From an optimization exercise on the open Yosys and OpenROAD flow, aimed at small area; shortcuts taken in it are not production practice. The RTL was checked by simulation tests, not by an equivalence proof against the original design. Power is estimated from default activity; no workload was simulated.

==> flow/design.v (outline; a module is shown in full before it is edited, if it fits) <==
// module agc_core: 19746 lines
module agc_core(
    input wire clk,
    input wire rst,
    input wire BLKUPL_n,
    input wire BMGXM,
    input wire BMGXP,
    input wire BMGYM,
    input wire BMGYP,
    input wire BMGZM,
    input wire BMGZP,
    input wire CAURST,
    input wire CDUFAL,
    input wire CDUXM,
    input wire CDUXP,
    input wire CDUYM,
    input wire CDUYP,
    input wire CDUZM,
    input wire CDUZP,
    input wire CTLSAT,
    input wire DBLTST,
    input wire DKBSNC,
    input wire DKEND,
    input wire DKSTRT,
    input wire DOSCAL,
    input wire FLTOUT,
    input wire FREFUN,
    input wire GATEX_n,
    input wire GATEY_n,
    input wire GATEZ_n,
    input wire GCAPCL,
    input wire GUIREL,
    input wire HOLFUN,
    input wire IMUCAG,
    input wire IMUFAL,
    input wire IMUOPR,
    input wire IN3008,
    input wire IN3212,
    input wire IN3213,
    input wire IN3214,
    input wire IN3216,
    input wire IN3301,
    input wire ISSTOR,
    input wire LEMATT,
    input wire LFTOFF,
    input wire LRIN0,
    input wire LRIN1,
    input wire LRRLSC,
    input wire LVDAGD,
    input wire MAINRS,
    input wire MAMU,
    input wire MANmP,
    input wire MANmR,
    input wire MANmY,
    input wire MANpP,
    input wire MANpR,
    input wire MANpY,
    input wire MARK,
    input wire MDT01,
    input wire MDT02,
    input wire MDT03,
    input wire MDT04,
    input wire MDT05,
    input wire MDT06,
    input wire MDT07,
    input wire MDT08,
    input wire MDT09,
    input wire MDT10,
  // ...
==> flow/flow/run.sh <==
#!/bin/bash
# Own layout flow: the standard flow (standard.sh, unchanged synthesis),
# with two placement/CTS arguments changed:
#  - port buffers use the smallest buffer (buf_1) instead of the default pick;
#  - clock tree synthesis without dummy loads, with the clustering settings below.
# Every tool's output goes to flow.log here; ORFS keeps its per-step logs in orfs/logs.
set -euo pipefail
cd "$(dirname "$0")/.."
CTS="-sink_clustering_enable -repair_clock_nets -dont_use_dummy_load"
CTS="$CTS -buf_list sky130_fd_sc_hd__clkbuf_8 -sink_clustering_size 14 -sink_clustering_max_diameter 50"
bash standard.sh "CTS_ARGS=$CTS" "BUFFER_PORTS_ARGS=-buffer_cell sky130_fd_sc_hd__buf_1" finish > flow.log 2>&1
==> flow/standard.sh <==
#!/bin/bash
# synth_recipe.tcl (not shown) runs the flow's synth.tcl, then flattens the netlist and writes it again
# the make line also repeats each setting of config.mk as NAME=value (left out here)
make -C /OpenROAD-flow-scripts/flow DESIGN_CONFIG=/design/flow/config.mk WORK_HOME=/design/flow/orfs CLKGATE_MAP_FILE= SYNTH_SCRIPT=/design/flow/synth_recipe.tcl "${@:-finish}"
==> flow/config.mk <==
export PLATFORM = sky130hd
export DESIGN_NAME = agc_core
export DESIGN_NICKNAME = agc_core
export VERILOG_FILES = /design/flow/design.v
export SDC_FILE = /design/flow/constraint.sdc
export NUM_CORES = 8
export LEC_CHECK = 0
export ABC_AREA = 1
export CAP_MARGIN = 20
export CORE_MARGIN = 2
export CORE_UTILIZATION = 45
export SLEW_MARGIN = 20
==> flow/constraint.sdc <==
create_clock -name core_clock -period 10.0 [get_ports {clk}]
set_input_delay 2.0000 -clock core_clock [delete_from_list [all_inputs] [get_ports {clk}]]
set_output_delay 2.0000 -clock core_clock [all_outputs]
set_load 0.01 [all_outputs]
==> reports/metrics.yaml, run 1 <==
cells_and_area:
  largest_class: "sequential cells"
  buffer_area_share_pct: 0.972
  mostFrequentLayoutCell: "dfxtp_1"
  top_register: "cdiv"
  stdcell_area_um2: 233000
  fillers: 43000
global_route:
  overflow: 0
  antenna_found_initial: 38
  grt.total_usage_pct: 22.0
floorplan:
  core-area_um2: 478000
  die_area_um2: 485000
timing:
  maxSlewHeadroom_pct: 24.2
  timing.final.ws_setup_ps: 4840
  fin_crit_sh_pct: 51.6
logic_synthesis:
  yosysMostFrequentCell: "dfxtp_1"
  synth.distinct_cells: 48
  syn_avg_cell_area_um2: 11.6
routing:
  wl_per_cell_um: 21.1
setup_path:
  r2r-end: "U13048_A_y"
  critPathTopFamily: "flip-flops"
  path_cells: "inv_1, nand2_1, nand3_1, buf_1"
power:
  seq_cell_power_w: 0.0346
  intPower_w: 0.0398
  pwr-share-clk_pct: 29.2
  pwr-share-seq_pct: 65.9
run_status:
  status: "finished clean"
hold_path:
  min_from: "U22017_A_y"
==> inputs of run 2 (changes only) <==
--- a/flow/config.mk
+++ b/flow/config.mk
@@ -6,5 +6,4 @@
 export NUM_CORES = 8
 export LEC_CHECK = 0
-export ABC_AREA = 1
 export CAP_MARGIN = 20
 export CORE_MARGIN = 2
==> run 2 against run 1 <==
  * Still clean on timing, DRC and antenna
  * Design area fell by 1.0%
  * Via count fell by 3.3%
  * Global-route usage rose by 0.52 points
  * Routed wire length rose by 1.5%
  * Clock-buffer cell count rose by 2
  * Highest routed layer unchanged
==> reports/metrics.yaml, run 2 <==
setup_path:
  max_stage_delay_ps: 1170
  path_cells: "o221ai_1, buf_1"
  cp.required_ps: 8000
  crit_type: "reg2out"
  critPathTopFamily: "flip-flops"
  startpoint_type: "flop"
  r2r-start: "U31016_F_y"
  startpoint: "U31016_F_y"
  path_buf_inv: 1
  crit_fanout: 17
  end_kind: "primary output"
  arrival_ps: 3490
  critPathSlowestCell: "dfstp_2"
logic_synthesis:
  netlist.area_leader.share_pct: 60.7
  synth.distinct_cells: 67  # +40%
  synth-edff-count: 0
  syn_avg_cell_area_um2: 12.6  # +9.0%
  yosys_warnings: 1
  synthCells: 16900
  yosysMostFrequentCell: "dfxtp_1"
  synth_top_area_cell: "dfxtp_1"
  ys_seq_elements: 7767
  synth_area_leaders: "dfxtp_1, dfrtp_1, inv_1"
  ys_seq_area_share_pct: 75.8
  synthesis.area_um2: 214000
  synthFlopType: "dfxtp_1"
  ys_top_cells_by_count: "dfxtp_1, inv_1, dfrtp_1"
  synth.net_count: 17100
  synthArstFlopShare_pct: 16.5
clock_network:
  cts_tree: "done"
  clockRootBuffer: "clkbuf_8"
  cts_resized: 0
  cts_inserted_buffers: 657
  clk_pin_slew_ps: 90
  cts_buffer_depth: 4
  cts_hold_buf: 0
  insertion_delay_ps: 1330
  clock-sinks: 7767
  htreeDepth: 6
  cts_setup_buffers: 0
cells_and_area:
  nets: 17700
  largest_reg_flops: 5
  fillers: 41800  # -2.7%
  final_util_pct: 48.7
  drive_gt1_share_pct: 6.02
  mostFrequentLayoutCell: "dfxtp_1"
  multi_input_area_um2: 40300
  area_growth_pct: 7.94
  register_area_um2: 162000
  top_register: "cdiv"
  most-common-layout-cells: "dfxtp_1, inv_1, dfrtp_1"
timing:
  finClkSkew_ps: 123
  whs_ps: 311
  worst_pin_slew_ps: 1170
  fin_crit_sh_pct: 54.9  # +3.3 points
  rsz0062_at_grt: "false"
  max_freq_mhz: 182
  timing.setup.tns_ps: 0
  timing.final.ws_setup_ps: 4510  # -333 ps
  maxSlewHeadroom_pct: 22.2  # -1.9 points
  slew_violations: 0
  hold_viol_final: 0
  setup_viol: 0
  fin_crit_ps: 5490
floorplan:
  io_pins: 364
  num_rows: 253
  core-area_um2: 474000  # -0.92%
  initial_core_util_pct: 45.1
  die_y_um: 693
  die_area_um2: 480000  # -1.1%
  die_w_um: 693
routing:
  wl_per_cell_um: 23.2  # +9.7%
  dr.pass1.iters: 5
  avgViaCountPerCell: 5.13
  antenna_left: 0
  first_iter_violations: 8801
  vias: 122000
  drc_errors: 0
  wl_um: 552000
global_route:
  grt.total_usage_pct: 22.5  # +0.52 points
  grt_pass1_wl_um: 804000
  grt_max_degree: 148
  overflow: 0  # unchanged
  grt_pass1_vias: 118000
  antenna_found_initial: 82  # +120%
hold_path:
  min_from: "U15024_A_y"
  min_path_type: "reg2reg"
placement:
  dp_slack_ps: 4640
  gp_congestion: 0.841
  dp_hpwl_um: 383000
  port_buffers: 362
power:
  total_power_w: 0.0525
  ir_drop_v: 0.000162
  power.density_nw_per_um2: 228
  p_leak_nw: 94.1
run_status:
  status: "finished clean"
run:
  maxCapViolCount: 0
run 2: cell count changes after synthesis, moves of 125 or more:
cell,delta
or2_2,-126
nor3_1,+545
o311ai_0,+125
nor2_1,-628
a2111oi_0,+785
nor2b_1,+738
nand2b_1,+152
inv_1,-1110
a211oi_1,-926
o21ai_0,-187
nand2_1,-665
nand3_1,-320
a21oi_1,-296
run 2: final cells by class:
cell class | instances | share of cell area (%)
multi-input cells | 6294 | 17.5
well taps | 6247 | 3.39
flip-flops and latches | 7767 | 70.3
inverters | 2335 | 3.81
repair buffers | 498 | 1.10
diodes | 29 | 0.0315
clock buffers | 657 | 3.92
run 2: kinds of logic after synthesis:
logic type / count (synthesis) / synth area share [%]
AOI/OAI and AO/OA: 2675 / 10.3
muxes: 1 / 0.00469
DFF: 7767 / 75.8
adders and majority gates: 2 / 0.0117
xor gates and xnor gates: 1 / 0.00410
and+or+nand+nor: 3615 / 8.56
buffers and inverters: 2830 / 5.30
run 2: final timing paths:
kind | cells after the start | endpoint | slack (ps)
min in group asynchronous | 2 | U22026_D_y | 1360
worst max register to register | 2 | U11052_B_y | 7390
worst min register to register | 0 | U15024_A_p | 310
max in group asynchronous | 4 | U17009_A_y | 6540
worst max-delay path | 2 | ERAS_WDATA[15] | 4510
worst min-delay path | 0 | U15024_A_p | 310
run 2: layer usage:
metal | track usage, % | share of wire (%) | up-vias
met5 | 0 | 0.025 | -
met4 | 5.39 | 2.4 | 22
met3 | 3.77 | 5.9 | 739
met2 | 35.5 | 45 | 2723
met1 | 32.5 | 46 | 60800
li1 | - | - | 57900
run 2: power breakdown:
group          switching [W]  total, W  internal (W)
clock network        0.00950    0.0154       0.00586
registers            0.00158    0.0348        0.0332
logic                0.00161   0.00238      0.000772
total                 0.0127    0.0525        0.0398
run 2: through the flow:
step | instance area, um2 | cells
4_1_cts | 231000 | 23800
3_3_place_gp | 221000 | 23100
2_1_floorplan | 214000 | 16900
5_1_grt | 231000 | 23800
6_report | 231000 | 23800
3_5_place_dp | 221000 | 23100
run 2: worst register-to-register path: stages, from the launching register on:
cell and delay [ps]:
dfstp_2 1170, o221ai_1 760, o311ai_0 510
==> inputs of run 3 (changes only) <==
--- a/flow/flow/run.sh
+++ b/flow/flow/run.sh
@@ -8,4 +8,4 @@
 cd "$(dirname "$0")/.."
 CTS="-sink_clustering_enable -repair_clock_nets -dont_use_dummy_load"
-CTS="$CTS -buf_list sky130_fd_sc_hd__clkbuf_8 -sink_clustering_size 14 -sink_clustering_max_diameter 50"
+CTS="$CTS -buf_list sky130_fd_sc_hd__clkbuf_8 -sink_clustering_size 17 -sink_clustering_max_diameter 60"
 bash standard.sh "CTS_ARGS=$CTS" "BUFFER_PORTS_ARGS=-buffer_cell sky130_fd_sc_hd__buf_1" finish > flow.log 2>&1
--- a/flow/config.mk
+++ b/flow/config.mk
@@ -8,4 +8,4 @@
 export CAP_MARGIN = 20
 export CORE_MARGIN = 2
-export CORE_UTILIZATION = 45
+export CORE_UTILIZATION = 65
 export SLEW_MARGIN = 20
==> run 3 against run 2 <==
  * Still clean
  * Critical path type unchanged
  * Design area shrank 1.8%
  * Largest power group unchanged
  * Worst setup slack gained 390 ps
  * Largest cell class unchanged
  * Critical path depth is the same
==> reports/metrics.yaml, run 3 <==
run_status:
  status: "finished clean"
power:
  pwr-share-clk_pct: 27.1  # -2.2 points
  p_leak_nw: 93.1  # -1.1%
  intPower_w: 0.0388  # -2.6%
  power.density_nw_per_um2: 225  # -1.0%
  p_comb_share_pct: 4.6  # about the same
  p_sw_w: 0.0122  # -3.6%
  pwr-share-seq_pct: 68.3  # +2.1 points
  total_power_w: 0.0510  # -2.9%
  sw_frac_of_total_pct: 24.0  # -0.17 points
  ir_drop_v: 0.000164  # +1.5%
logic_synthesis:
  yosys_warnings: 1  # unchanged
  synth.net_count: 17100  # unchanged
  ys_top_cells_by_count: "dfxtp_1, inv_1, dfrtp_1"
  synthArstFlopShare_pct: 16.5  # unchanged
  synth_top_area_cell: "dfxtp_1"
  synthCells: 16900  # unchanged
  synth.distinct_cells: 67  # unchanged
  synth-edff-count: 0  # unchanged
  netlist.area_leader.share_pct: 60.7  # unchanged
  synthesis.area_um2: 214000  # unchanged
  ys_seq_area_share_pct: 75.8  # unchanged
  synthFlopType: "dfxtp_1"
  synth_area_leaders: "dfxtp_1, dfrtp_1, inv_1"
  ys_seq_elements: 7767  # unchanged
  yosysMostFrequentCell: "dfxtp_1"
  syn_avg_cell_area_um2: 12.6  # unchanged
timing:
  whs_ps: 337  # +26.1 ps
  slew_violations: 0  # unchanged
  fin_crit_ps: 5100  # -390 ps
  finClkSkew_ps: 64.6  # -58.3 ps
  max_freq_mhz: 196  # +7.6%
  fin_crit_sh_pct: 51.0  # -3.9 points
  timing.setup.tns_ps: 0  # unchanged
  rsz0062_at_grt: "false"
  setup_viol: 0  # unchanged
  maxSlewHeadroom_pct: 20.4  # -1.9 points
  hold_viol_final: 0  # unchanged
  worst_pin_slew_ps: 1190  # +29.7 ps
placement:
  dp_hpwl_um: 367000  # -4.1%
  port_buffers: 362  # unchanged
  placed_cells: 21200  # -8.4%
  placed_area_um2: 219000  # -1.2%
  gp_congestion: 0.851  # +1.1%
floorplan:
  io_pins: 364  # unchanged
  core-area_um2: 327000  # -31%
  die_area_um2: 333000  # -31%
  num_rows: 210  # -17%
  die_y_um: 577  # -17%
  die_w_um: 577  # -17%
  initial_core_util_pct: 65.3  # +20 points
clock_network:
  cts_resized: 0  # unchanged
  insertion_delay_ps: 1230  # -100 ps
  clk_pin_slew_ps: 100  # about the same
  cts_tree: "done"
  cts_inserted_buffers: 533  # -19%
  cts_setup_buffers: 0  # unchanged
  htreeDepth: 6  # unchanged
  cts_buffer_depth: 4  # unchanged
  clockRootBuffer: "clkbuf_8"
  cts_hold_buf: 0  # unchanged
  clock-sinks: 7767  # unchanged
global_route:
  use_met3_pct: 5.53  # +1.8 points
  grt.total_usage_pct: 31.5  # +9.0 points
  grt_use_met1_pct: 46.0  # +14 points
  grt_max_degree: 183  # +24%
  use_met2_pct: 47.0  # +12 points
  grt_pass1_wl_um: 774000  # -3.8%
  antenna_found_initial: 64  # -22%
  grt-busiest-layer: "met2"
  grt_pass1_vias: 116000  # -0.96%
  overflow: 0  # unchanged
setup_path:
  crit_type: "reg2out"
  cp.required_ps: 8000  # about the same
  crit_path_end: "ERAS_WDATA[15]"
  startpoint_type: "flop"
  arrival_ps: 3100  # -390 ps
  r2r-start: "U2121_C_y"
  r2r-end: "U14015_B_y"
  end_kind: "primary output"
  reg2reg_slack_ps: 7640  # +250 ps
  startpoint: "U31016_F_y"
  r2r_cells: 5  # +3
  crit_fanout: 17  # unchanged
hold_path:
  min_path_type: "reg2reg"
  min_from: "U7037_D_y"
  hold-path-cell-count: 1  # +1
routing:
  wl_per_cell_um: 24.3  # +4.6%
  drc_errors: 0  # unchanged
  avgViaCountPerCell: 5.58  # +8.8%
  dr.pass1.iters: 6  # +1
  wl_um: 528000  # -4.3%
  antenna_left: 0  # unchanged
  vias: 122000  # -0.51%
  first_iter_violations: 9576  # +8.8%
cells_and_area:
  fin_cells: 21800  # -8.6%
  mostFrequentLayoutCell: "dfxtp_1"
  most-common-layout-cells: "dfxtp_1, inv_1, dfrtp_1"
  area_growth_pct: 5.95
  top_register: "cdiv"
  stdcell_area_um2: 226000  # -1.8%
  nets: 17600  # -0.89%
  fillers: 23700  # -43%
  largest_reg_flops: 5  # unchanged
  drive_gt1_share_pct: 5.16  # -0.86 points
run:
  maxCapViolCount: 0  # unchanged
==> run 3: through the flow <==
stage | worst slack, ps | util [%]
detailed placement | 4500 | 66.9
CTS | 4800 | 69.2
finish | 4900 | 69.2
floorplan | 217 | -
global route | 4860 | 69.2
global placement | 4550 | 66.9
==> run 3: layer usage <==
| layer | share of wire [%] | wire length, um |
|---|---|---|
| met5 | 0.034 | 178 |
| met4 | 4.3 | 22700 |
| met3 | 6.4 | 33700 |
| met2 | 44 | 230000 |
| met1 | 46 | 242000 |
==> run 3: area by class of cell <==
cell class | instances | area [um2] | area share, %
Antenna cell | 46 | 115 | 0.0509
Sequential cell | 7767 | 162000 | 71.6
Timing Repair Buffer | 465 | 2340 | 1.03
Multi-Input combinational cell | 6294 | 40300 | 17.8
Tap cell | 4346 | 5440 | 2.40
Clock buffer | 533 | 7340 | 3.24
Inverter | 2335 | 8780 | 3.88
==> run 3: logic make-up after synthesis <==
| family | after synthesis | share of synthesized area (%) |
|---|---|---|
| AOI/OAI and AO/OA | 2675 | 10.3 |
| xor gates and xnor gates | 1 | 0.00410 |
| adders and majority gates | 2 | 0.0117 |
| buffers and inverters | 2830 | 5.30 |
| DFF | 7767 | 75.8 |
| muxes | 1 | 0.00469 |
| and+or+nand+nor | 3615 | 8.56 |
==> run 3: how the worst min path moves through the flow <==
stage | to | slack, ps
2_1_floorplan | U7037_E_y | 320
3_3_place_gp | U7037_E_y | 320
3_5_place_dp | U7037_E_y | 320
4_1_cts | U7037_E_y | 340
5_1_grt | U16056_C_p | 350
6_report | U7037_E_y | 340
==> run 3: worst max-delay path, stage by stage (launching register included) <==
cell	delay [ps]
dfstp_2	1000
o221ai_1	550
buf_1	260
==> run 3: power by group through the flow <==
| stage | clock [W] | combinational (W) | sequential, W |
|---|---|---|---|
| after floorplan | 0 | 0.00148 | 0.0347 |
| after global placement | 0 | 0.00226 | 0.0354 |
| after detailed placement | 0 | 0.00233 | 0.0355 |
| after CTS | 0.0140 | 0.00235 | 0.0348 |
| after global routing | 0.0152 | 0.00257 | 0.0351 |
| final | 0.0138 | 0.00233 | 0.0348 |
==> inputs of run 4 (changes only) <==
--- a/flow/config.mk
+++ b/flow/config.mk
@@ -8,4 +8,4 @@
 export CAP_MARGIN = 20
 export CORE_MARGIN = 2
-export CORE_UTILIZATION = 65
+export CORE_UTILIZATION = 45
 export SLEW_MARGIN = 20
==> run 4 against run 3 <==
  * Highest routed layer unchanged
  * Total power grew 0.56%
  * Design area rose by 1.2%
  * Still clean on timing, DRC and antenna
  * Clock power barely moved
  * Critical path depth did not move
  * Largest power group unchanged
  * Global-route usage shrank 9.1 points
==> reports/metrics.yaml, run 4 <==
clock_network:
  htreeDepth: 6  # unchanged
  cts_resized: 0  # unchanged
  cts_setup_buffers: 0  # unchanged
  cts_buffer_depth: 4  # unchanged
  cts_hold_buf: 0  # unchanged
  clockRootBuffer: "clkbuf_8"
  cts_tree: "done"
  clk_pin_slew_ps: 100  # about the same
  cts_inserted_buffers: 542  # +1.7%
  clock-sinks: 7767  # unchanged
  insertion_delay_ps: 1300  # +70 ps
placement:
  gp_congestion: 0.841  # -1.1%
  dp_hpwl_um: 383000  # +4.3%
  placed_cells: 23100  # +9.1%
  placed_area_um2: 221000  # +1.2%
  port_buffers: 362  # unchanged
routing:
  drc_errors: 0  # unchanged
  wl_per_cell_um: 23.2  # -4.2%
  vias: 121000  # -0.095%
  antenna_left: 0  # unchanged
  dr.pass1.iters: 6  # unchanged
  wl_um: 551000  # +4.3%
  first_iter_violations: 9032  # -5.7%
  avgViaCountPerCell: 5.12  # -8.2%
setup_path:
  crit_type: "reg2out"
  arrival_ps: 3540  # +440 ps
  path_cells: "o221ai_1, buf_1"
  crit_fanout: 17  # unchanged
  end_kind: "primary output"
  cp.required_ps: 8000  # about the same
  startpoint_type: "flop"
  critPathSlowestCell: "dfstp_2"
  critPathTopFamily: "flip-flops"
  max_stage_delay_ps: 1200  # +200 ps
  path_buf_inv: 1  # unchanged
cells_and_area:
  final_util_pct: 48.3  # -21 points
  mostFrequentLayoutCell: "dfxtp_1"
  top_register: "cdiv"
  most-common-layout-cells: "dfxtp_1, inv_1, dfrtp_1"
  drive_gt1_share_pct: 5.40  # +0.24 points
  fin_cells: 23700  # +8.9%
  area_growth_pct: 7.21
  fillers: 42000  # +77%
  largest_reg_flops: 5  # unchanged
  nets: 17600  # +0.24%
  stdcell_area_um2: 229000  # +1.2%
logic_synthesis:
  synthArstFlopShare_pct: 16.5  # unchanged
  syn_avg_cell_area_um2: 12.6  # unchanged
  yosys_warnings: 1  # unchanged
  ys_top_cells_by_count: "dfxtp_1, inv_1, dfrtp_1"
  synthesis.area_um2: 214000  # unchanged
  ys_seq_elements: 7767  # unchanged
  yosysMostFrequentCell: "dfxtp_1"
  synth_area_leaders: "dfxtp_1, dfrtp_1, inv_1"
  synthFlopType: "dfxtp_1"
  synth.distinct_cells: 67  # unchanged
  ys_seq_area_share_pct: 75.8  # unchanged
  synth_top_area_cell: "dfxtp_1"
  synth-edff-count: 0  # unchanged
  synth.net_count: 17100  # unchanged
  synthCells: 16900  # unchanged
  netlist.area_leader.share_pct: 60.7  # unchanged
floorplan:
  die_area_um2: 480000  # +44%
  die_w_um: 693  # +20%
  io_pins: 364  # unchanged
  die_y_um: 693  # +20%
  core-area_um2: 474000  # +45%
  num_rows: 253  # +20%
  initial_core_util_pct: 45.1  # -20 points
global_route:
  grt.total_usage_pct: 22.4  # -9.1 points
  grt_pass1_vias: 116000  # -0.031%
  grt_max_degree: 148  # -19%
  antenna_found_initial: 83  # +30%
  grt_pass1_wl_um: 801000  # +3.5%
  overflow: 0  # unchanged
timing:
  rsz0062_at_grt: "false"
  setup_viol: 0  # unchanged
  fin_crit_sh_pct: 55.4  # +4.3 points
  fin_crit_ps: 5540  # +433 ps
  slew_violations: 0  # unchanged
  finClkSkew_ps: 130  # +65.8 ps
  max_freq_mhz: 181  # -7.8%
  worst_pin_slew_ps: 1160  # -35.0 ps
  hold_viol_final: 0  # unchanged
  timing.setup.tns_ps: 0  # unchanged
  maxSlewHeadroom_pct: 22.6  # +2.2 points
power:
  intPower_w: 0.0389  # +0.21%
  power.density_nw_per_um2: 224  # -0.62%
  p_leak_nw: 93.3  # +0.22%
  sw_frac_of_total_pct: 24.2  # +0.26 points
  p_comb_share_pct: 4.6  # about the same
  ir_drop_v: 0.000158  # -3.9%
  p_sw_w: 0.0124  # +1.7%
  pwr-share-seq_pct: 67.8  # -0.5 points
  pwr-share-clk_pct: 27.6  # +0.5 points
hold_path:
  min_path_type: "reg2reg"
run:
  maxCapViolCount: 0  # unchanged
run_status:
  status: "finished clean"
==> run 4: layout make-up <==
class	instances	area [um2]	share of cell area, %
Inverter	2335	8780	3.83
Clock buffer	542	7460	3.26
Tap cell	6247	7820	3.41
Sequential cell	7767	162000	70.7
Timing Repair Buffer	498	2530	1.10
Antenna cell	35	87.6	0.0382
Multi-Input combinational cell	6294	40300	17.6
==> run 4: path summary, 6_finish.rpt <==
check	endpoint	slack, ps	cells past startpoint	from
max	ERAS_WDATA[15]	4460	2	U31016_F_y
min	U8008_D_p	290	0	U8008_D_y
max reg2reg	U11052_B_y	7340	2	U31016_F_y
min reg2reg	U8008_D_p	290	0	U8008_D_y
max in group asynchronous	U17009_A_y	6490	4	rst
min in group asynchronous	U22026_D_y	1370	2	rst
==> run 4: through the flow <==
step                power (W)  worst slack [ps]  hold WS, ps
floorplan              0.0362               217          321
global placement       0.0377              4700          322
detailed placement     0.0379              4640          332
CTS                    0.0516              4420          301
global route           0.0532              4390          293
finish                 0.0513              4460          290
==> run 4: per-layer routing <==
metal	wire length (um)	vias to the layer above	GRT usage [%]
met5	140	-	0
met4	13500	22	5.23
met3	32800	681	3.54
met2	249000	2707	35.4
met1	256000	60300	32.5
li1	-	57700	-
==> run 4: worst register-to-register path: stages, from the launching register on <==
cell and delay [ps]:
dfstp_2 1200, o221ai_1 760, o311ai_0 520
==> run 4: cells by family (layout without fill, tap and decap cells) <==
family	after synthesis	count (layout)	share of synthesized area, %
xor gates and xnor gates	1	1	0.00410
DFF	7767	7767	75.8
other	0	35	0
buffers and inverters	2830	3375	5.30
adders and majority gates	2	2	0.0117
AOI/OAI and AO/OA	2675	2675	10.3
and+or+nand+nor	3615	3615	8.56
muxes	1	1	0.00469
==> run 4: power by group through the flow <==
stage / registers [W] / clock network, W / logic (W)
final: 0.0348 / 0.0141 / 0.00238
after CTS: 0.0348 / 0.0144 / 0.00241
after global routing: 0.0350 / 0.0155 / 0.00263
after global placement: 0.0354 / 0 / 0.00233
after floorplan: 0.0347 / 0 / 0.00148
after detailed placement: 0.0355 / 0 / 0.00239

## port drivers added, routing unchanged
The results above use ideal ports. As a check the final layouts listed here were re-extracted and re-timed, cells and wires unchanged. Step 1 (the two cells are an assumption about what drives the block):
set clk [get_ports {clk}]
set_driving_cell -lib_cell sky130_fd_sc_hd__clkbuf_16 $clk
set_driving_cell -lib_cell sky130_fd_sc_hd__buf_2 [delete_from_list [all_inputs] $clk]
Step 2 times the ports against the registers' clock, not the clock port: input delays grow and output delays shrink by t, the midpoint of the rising clock arrivals with the driver on. Slacks: ideal / step 1 / step 2; pairs: ideal / step 1.
run	t, ns	slack for setup (ns)	worst setup path after step 2	pins driven straight from the clock port
run 1	1.349	4.838 / 4.713 / 4.681	input to register	1
run 2	1.363	4.506 / 4.388 / 4.729	input to register	1
run 3	1.303	4.895 / 4.791 / 4.421	input to register	1
run 4	1.341	4.463 / 4.344 / 4.720	input to register	1
After both steps every run listed still meets setup and hold. For run 3, which loses most, drivers alone change the setup slack by -0.104 ns; drivers and shift together by -0.474 ns.
